Context: an optimization exercise on an open-source flow, tuned for small area, a short achievable clock period and few clock cycles. The choices shown serve that exercise and are no tape-out recipe.
The RTL was checked by simulation tests, not by an equivalence proof against the original design.
Power figures rest on the tool's default switching activity, not on a simulated workload.

## v16
// cpu_top
module cpu_top (
    input               clk,
    input               rst_n,
    output      [31:0]  ext_pc,
    input       [31:0]  imem_rdata,
    output      [8:0]   dmem_addr,
    output              dmem_en,
    output      [3:0]   dmem_we,
    output      [31:0]  dmem_wdata,
    input       [31:0]  dmem_rdata
);
Size: ~5,100 cells after synthesis, about 65,000 um^2 of cells after synthesis.
clock: 10.0 ns
lec_check: 0
cap_margin: 20
core_margin: 2
core_utilization: 30
cts_cluster_diameter: 60
cts_cluster_size: 30
place_density: 0.45
slew_margin: 20
synth_hierarchical: 1
standard.sh (not shown) runs the stock make flow with config.mk's settings and CLKGATE_MAP_FILE= SYNTH_SCRIPT=/design/flow/synth_recipe.tcl, a recipe that flattens the netlist after the stock synthesis.
==> flow/flow/run.sh <==
#!/bin/bash
set -euo pipefail
MARGIN=$(cat flow/margin.txt)
bash standard.sh finish SETUP_SLACK_MARGIN=$MARGIN \
    "BUFFER_PORTS_ARGS=-buffer_cell sky130_fd_sc_hd__buf_2" > flow_make.log 2>&1
==> flow/flow/margin.txt <==
6.0
No stage failed in v16, and the final checks on the layout all came back clean.
Testbench counts of v16, summed over its fixed seeds: cycles 75,094.
For v1, these inputs were changed with respect to v16:
- CORE_UTILIZATION now 40, was 30
- PLACE_DENSITY now 0.55, was 0.45
--- outcome ---
Compared to v16, v1 has logic gate share of total power 0.8 points higher. Comparing v1 and v16, final worst setup slack is lower on v1. Comparing v1 with v16, the overall power after layout came out essentially unchanged. What v16 reported for number of DRC markers in iteration 0 has to be multiplied by 1.16 to get the figure for v1. Any difference in sequential share of layout area between v1 and v16 is small enough to ignore. v16 -> v1: maximum operating frequency decreased slightly. Clock buffer count (v1 vs. v16) decreases by a few percent. The count of flip-flops with a built-in enable after synthesis on v16 is in line with that on v1. A capturing instance or port of the critical path of e_bge is what v1 shows, while e_blt belongs to v16. Placement-stage worst setup slack delta (v1 − v16): unfavourable.

---

Setup of xenon:
cpu_top, a different RTL version from the one above (not shown whole).
For scale: roughly 5200 cells after synthesis, about 1400 flip-flops, ~140 I/O pins, about 67000 um2 of cells after synthesis.
==> flow/config.mk <==
export PLATFORM = sky130hd
export DESIGN_NAME = cpu_top
export DESIGN_NICKNAME = cpu_top
export VERILOG_FILES = /design/flow/design.v
export SDC_FILE = /design/flow/constraint.sdc
export NUM_CORES = 4
export LEC_CHECK = 0
export CAP_MARGIN = 20
export CORE_MARGIN = 2
export CORE_UTILIZATION = 30
export CTS_CLUSTER_DIAMETER = 70
export CTS_CLUSTER_SIZE = 40
export PLACE_DENSITY = 0.45
export SLEW_MARGIN = 20
export SYNTH_HIERARCHICAL = 1
==> flow/constraint.sdc <==
create_clock -name core_clock -period 10.0 [get_ports {clk}]
set_input_delay 2.0000 -clock core_clock [delete_from_list [all_inputs] [get_ports {clk}]]
set_output_delay 2.0000 -clock core_clock [all_outputs]
set_load 0.01 [all_outputs]
==> flow/flow/run.sh <==
#!/bin/bash
set -euo pipefail
MARGIN=$(cat flow/margin.txt)
bash standard.sh finish SETUP_SLACK_MARGIN=$MARGIN > flow_make.log 2>&1
Scripts as last shown in full above: flow/flow/margin.txt
Having completed the whole flow, xenon delivered a layout that passed the timing, DRC and antenna checks.
Testbench counts of xenon, summed over its fixed seeds: cycles 75,094.
For indigo, these inputs were changed with respect to xenon:
Settings: changing PLACE_DENSITY from 0.45 to 0.55; changing CTS_CLUSTER_SIZE from 40 to 30; changing CTS_CLUSTER_DIAMETER from 70 to 60; changing CORE_UTILIZATION from 30 to 40.
==> flow/flow/run.sh <==
#!/bin/bash
set -euo pipefail
MARGIN=$(cat flow/margin.txt)
bash standard.sh finish SETUP_SLACK_MARGIN=$MARGIN \
    "BUFFER_PORTS_ARGS=-buffer_cell sky130_fd_sc_hd__buf_2" > flow_make.log 2>&1
[summary]
The final layout from indigo, which completed every stage, passed the timing, DRC and antenna checks at the end of the flow.
indigo does worse than xenon on power.
Diff xenon..indigo | fraction of the mapped netlist area in simple logic gates | unchanged
Changes observed in indigo relative to xenon: footprint of the flip-flops and latches held; worst setup slack went down 0.091 ns.
From xenon to indigo the numbers moved as follows: worst ir drop on vdd up 0.033 mV, floorplan die height -13%, critical path depth grew by 8, sequential share of layout area +0.30 points, global-route track usage on met3 now sits higher.
Diff xenon -> indigo | highest cell delay on the worst timing path | decrease of 0.08 ns
Compared with xenon, placement density in the core of indigo is higher.
Modified inputs, zinc compared to indigo
Settings: CORE_UTILIZATION changed from 40 to 30; SETUP_SLACK_MARGIN newly set to 5; CTS_CLUSTER_SIZE removed (was 30); PLACE_DENSITY changed from 0.55 to 0.45; CTS_CLUSTER_DIAMETER removed (was 60).
==> flow/run.sh (new file) <==
#!/bin/bash
# synth_recipe.tcl (not shown) runs the flow's synth.tcl, then flattens the netlist and writes it again
# the make line also repeats each setting of config.mk as NAME=value (left out here)
make -C /OpenROAD-flow-scripts/flow DESIGN_CONFIG=/design/flow/config.mk WORK_HOME=/design/flow/orfs CLKGATE_MAP_FILE= SYNTH_SCRIPT=/design/flow/synth_recipe.tcl finish
removed: flow/flow/run.sh
removed: flow/flow/margin.txt
removed: flow/standard.sh
==> summary.txt <==
Delta (zinc minus indigo): post-synthesis share of cell area spent on and, or, nand and nor gates roughly the same; global-route usage lower.
Note that the non-clock buffer count recorded for zinc amounts to 0.75 times the value seen in indigo.
Delta (zinc minus indigo): worst-case setup margin in the final layout has decreased, depth of the worst register-to-register path has decreased.
Compared to indigo, zinc has design area about 0.3% higher.
zinc vs. indigo: register share of the cell area has decreased; maximum fanout along the worst path has increased; combinational group share of total power has decreased.
Modified inputs, cedar compared to zinc
Settings: an added CTS_CLUSTER_SIZE of 40; a deleted SETUP_SLACK_MARGIN that had been 5; an added CTS_CLUSTER_DIAMETER of 70.
==> flow/flow/run.sh (new file) <==
#!/bin/bash
set -euo pipefail
MARGIN=$(cat flow/margin.txt)
bash standard.sh finish SETUP_SLACK_MARGIN=$MARGIN > flow_make.log 2>&1
==> flow/flow/margin.txt (new file) <==
6.5
==> flow/standard.sh (new file) <==
#!/bin/bash
# synth_recipe.tcl (not shown) runs the flow's synth.tcl, then flattens the netlist and writes it again
# the make line also repeats each setting of config.mk as NAME=value (left out here)
make -C /OpenROAD-flow-scripts/flow DESIGN_CONFIG=/design/flow/config.mk WORK_HOME=/design/flow/orfs CLKGATE_MAP_FILE= SYNTH_SCRIPT=/design/flow/synth_recipe.tcl "${@:-finish}"
removed: flow/run.sh
## What came out
- Setup slack in cedar is larger than in zinc.
- Compared with zinc, cedar shows final standard cell area without fillers that has gone up by a few percent.
- In the reports for zinc and cedar, the smaller clock group share of total power belongs to cedar.
- Across both runs, routed wire length was higher for cedar than for zinc.
- When cedar is set beside zinc, its combinational power turns out to be 27% larger.
- Compared with zinc, cedar shows a final-layout non-clock buffer area share that is 3.7 points higher.
- cedar closes out successfully: all stages finished, all timing, DRC and antenna checks passed.
- The higher power share of the sequential group of zinc and cedar is in cedar.
- In terms of number of multi-input logic gates, cedar and zinc differ only marginally.
What tundra does differently from cedar at the input level:
Settings: CORE_UTILIZATION now 75, was 30; PLACE_DENSITY now 0.87, was 0.45.
- Cell count after placement | tundra below cedar
- From cedar to tundra the numbers moved as follows: post-cts resize count -about 22%; initial cell density of the core went up.
- Compared to cedar, tundra has cell row count 37% lower.
- Diff cedar -> tundra | number of buffers added by the clock tree synthesis step | down by more than a quarter
- Any difference in number of I/O pins between cedar and tundra is small enough to ignore.
- The flow ended early for tundra: it failed with a tool error in 5_1_grt.
- Compared with cedar, tundra degrades pre-CTS setup slack.
- Die height is lower on tundra
- Chip width: lower on tundra
- The cell area after placement of tundra is lower than that of cedar.
- Taking cedar over tundra, the placer congestion estimate ratio works out to 0.877.

==> port drivers added, routing unchanged <==
Ports are ideal in the flow. The routed layouts listed here were re-timed in OpenROAD.
Step 1 assumes that a clkbuf_16 drives the clock port and a buf_2 every other input.
Step 2, shift: input delay + t, output delay - t, t = (earliest + latest rising clock arrival at the registers) / 2. This alone moves slack from input paths to output paths.
a / b / c = no drivers / after step 1 / after step 2; a / b = the first two.
run | shift t [ns] | setup slack, ns | hold WS [ns] | worst slew at a driven data input, ns
v16 | 0.852 | 5.864 / 5.864 / 5.172 | 0.335 / 0.335 / 0.335 | 0.13
v1 | 0.852 | 5.828 / 5.828 / 5.117 | 0.351 / 0.351 / 0.351 | 0.04
xenon | 0.879 | 5.979 / 5.917 / 5.168 | 0.334 / 0.334 / 0.334 | 0.14
indigo | 0.880 | 5.888 / 5.888 / 5.233 | 0.323 / 0.323 / 0.323 | 0.13
zinc | 0.897 | 5.062 / 5.062 / 4.542 | 0.331 / 0.331 / 0.331 | 0.19
cedar | 0.879 | 6.024 / 6.024 / 5.527 | 0.332 / 0.332 / 0.332 | 0.11
After both steps setup and hold are still met in every run listed. For xenon, which loses most, drivers alone change the setup slack by -0.062 ns; drivers and shift together by -0.811 ns.
